Source: an optimization exercise on an open RTL-to-GDS flow (aim: small area and a short achievable clock period). Production flows keep margins and buffers that such runs may drop.
RTL that was checked went through simulation tests only; none was proved equivalent to the original.

== oak ==
## pe
module pe (
    input wire clk,
    input wire rst,
    input wire [31:0] a,
    input wire [31:0] b,
    output wire [31:0] c
);
For scale: about 1300 cells after synthesis, ~64 flip-flops, about 98 I/O pins.
clock: 9.0 ns
lec_check: 0
abc_area: 1
cap_margin: 20
core_margin: 2
core_utilization: 40
cts_buf_list: sky130_fd_sc_hd__clkbuf_8
cts_cluster_size: 30
setup_slack_margin: 4.05
slew_margin: 20
synth_hierarchical: 1
tns_end_percent: 5
standard.sh (not shown) runs the stock make flow with config.mk's settings and CLKGATE_MAP_FILE= SYNTH_SCRIPT=/design/flow/synth_recipe.tcl, a recipe that flattens the netlist after the stock synthesis.
==> flow/flow/run.sh <==
#!/bin/bash
set -euo pipefail
export BUFFER_PORTS_ARGS="-buffer_cell sky130_fd_sc_hd__buf_2"
bash standard.sh > standard.log 2>&1
[inputs] pine vs oak
--- a/flow/design.v
+++ b/flow/design.v
@@ -10,13 +10,13 @@
   wire [15:0] one, two, neg;
   genvar gi;
   generate
     for (gi = 0; gi < 16; gi = gi + 1) begin : enc
       assign one[gi] = bx[2*gi+1] ^ bx[2*gi];
       assign two[gi] = (bx[2*gi+2] & ~bx[2*gi+1] & ~bx[2*gi]) | (~bx[2*gi+2] & bx[2*gi+1] & bx[2*gi]);
-      assign neg[gi] = bx[2*gi+2];
+      assign neg[gi] = bx[2*gi+2] & ~(bx[2*gi+1] & bx[2*gi]);
     end
   endgenerate
   wire [31:0] pp0;
   wire x0 = one[0] & a[0];
   wire e0 = neg[0] & ~x0;
   assign pp0[31:1] = ((a[31:1] & {31{one[0]}}) | (a[30:0] & {31{two[0]}})) ^ {31{neg[0]}};
### Flow results
Hold slack: pine vs oak up 0.022 ns
Sort oak and pine by global-route usage asc -> top: oak
When the final numbers for oak and pine were put side by side, the count of clock-net buffers in the final layout turned out to be greater in pine.
Compared with oak, in pine area of the core region now sits higher; synthesized cell count decreased about 0.3%; growth of design area from synthesis to finish went up by 3.5 points.
From pine to oak, total number of sequential cells did not move at all.
The RTL of pine was laid out without a check of its function.

* * *

Starting RTL as in the previous note.
export LEC_CHECK = 0
export ABC_AREA = 1
export CAP_MARGIN = 20
export CORE_MARGIN = 2
export CORE_UTILIZATION = 40
export CTS_BUF_LIST = sky130_fd_sc_hd__clkbuf_8
export CTS_CLUSTER_SIZE = 30
export SETUP_SLACK_MARGIN = 3.6
export SLEW_MARGIN = 20
export SYNTH_HIERARCHICAL = 1
export TNS_END_PERCENT = 0
create_clock -name core_clock -period 9.0 [get_ports {clk}]
Scripts as last shown in full above: flow/flow/run.sh
The baseline passed the timing, DRC and antenna checks.
Edit:
--- a/flow/design.v
+++ b/flow/design.v
@@ -9,15 +9,15 @@
   wire [32:0] bx = {b, 1'b0};
   wire [15:0] one, two, neg;
   genvar gi;
   generate
     for (gi = 0; gi < 16; gi = gi + 1) begin : enc
       assign one[gi] = bx[2*gi+1] ^ bx[2*gi];
       assign two[gi] = (bx[2*gi+2] & ~bx[2*gi+1] & ~bx[2*gi]) | (~bx[2*gi+2] & bx[2*gi+1] & bx[2*gi]);
-      assign neg[gi] = bx[2*gi+2];
+      assign neg[gi] = bx[2*gi+2] & ~(bx[2*gi+1] & bx[2*gi]);
     end
   endgenerate
   wire [31:0] pp0;
   wire x0 = one[0] & a[0];
   wire e0 = neg[0] & ~x0;
   assign pp0[31:1] = ((a[31:1] & {31{one[0]}}) | (a[30:0] & {31{two[0]}})) ^ {31{neg[0]}};
   assign pp0[0] = x0;
What happened: Hold slack got worse by 0.010 ns; critical path depth went down by 1; maximum frequency went down by 1.3%; die area went up by 0.81%; global-route usage went up by 0.46 points; routed wire length went up by 0.87%; setup slack got worse by 0.068 ns; first-iteration DRC count went up by 14%; design area went up by 0.69%; sequential cell count is unchanged; cell count went up by 1.1%.
The RTL of the second run of this note was laid out without a check of its function.

--- another note on this design; it stands on its own ---

==> inputs of run a <==
## pe
module pe (
    input wire clk,
    input wire rst,
    input wire [31:0] a,
    input wire [31:0] b,
    output wire [31:0] c
);
Settings: LEC_CHECK=0, ABC_AREA=1, CAP_MARGIN=20, CORE_MARGIN=2, CORE_UTILIZATION=40, SETUP_SLACK_MARGIN=4.2, SLEW_MARGIN=20, SYNTH_HIERARCHICAL=1, TNS_END_PERCENT=0; clock period 9.0 ns.
standard.sh (not shown) runs the stock make flow with config.mk's settings and CLKGATE_MAP_FILE= SYNTH_SCRIPT=/design/flow/synth_recipe.tcl, a recipe that flattens the netlist after the stock synthesis.
==> flow/flow/run.sh <==
#!/bin/bash
set -euo pipefail
export BUFFER_PORTS_ARGS="-buffer_cell sky130_fd_sc_hd__buf_2"
bash standard.sh > standard.log 2>&1
==> run b (differences from run a) <==
Settings changed: SETUP_SLACK_MARGIN 4.2 to 3.9.
==> notes <==
In run a the setup slack is higher than in run b, by 0.10 ns. Between run a and run b, the lower critical path depth is in run b (gap 1). In run a the via count is larger than in run b, by 1.6%. Run b finished clean. Run a completed with no timing, DRC or antenna violations. Count of clock-buffer cells in the layout is the same in run a and run b.
==> figures <==
Area of the multi-input gates: run a 0.0117 mm^2; run b 0.0116 mm^2
Number of cells on the critical path: run a 11; run b 10
Result of the run: run a finished clean; run b finished clean
Largest fanout of any net on the critical path: run a 28; run b 17
Final WL: run a 45300 um; run b 44800 um
Max frequency: run a 200 MHz; run b 195 MHz
Arrival time of data at the critical path endpoint: run a 5.24 ns; run b 5.34 ns
Post-layout minimum cycle time: run a 5.01 ns; run b 5.12 ns

==> port drivers added, routing unchanged <==
No port has a modelled driver above. Below, the same layouts with a new extraction and two added sets of constraints. Step 1 assumes that a clkbuf_16 drives the clock port and a buf_2 every other input. Step 2 moves the port delays by t, midway between the first and last clock arrival at a register: inputs arrive t later, outputs are due t later. That takes back most of the time a late clock gives input paths. a / b / c = ideal ports / drivers / drivers and shift; a / b = the first two.
| run | t, ns | slack for setup (ns) | worst setup path after step 2 |
|---|---|---|---|
| oak | 0.445 | 3.943 / 3.934 / 3.489 | input to register |
| pine | 0.439 | 3.912 / 3.939 / 3.500 | input to register |
| the first run of note 2 | 0.435 | 3.670 / 3.681 / 3.251 | input to register |
| the second run of note 2 | 0.427 | 3.603 / 3.629 / 3.202 | input to register |
| run a | 0.406 | 3.989 / 3.979 / 3.596 | input to register |
| run b | 0.406 | 3.885 / 3.899 / 3.493 | input to register |
After both steps setup and hold are still met in every run listed. For oak, which loses most, drivers alone change the setup slack by -0.009 ns; drivers and shift together by -0.454 ns.
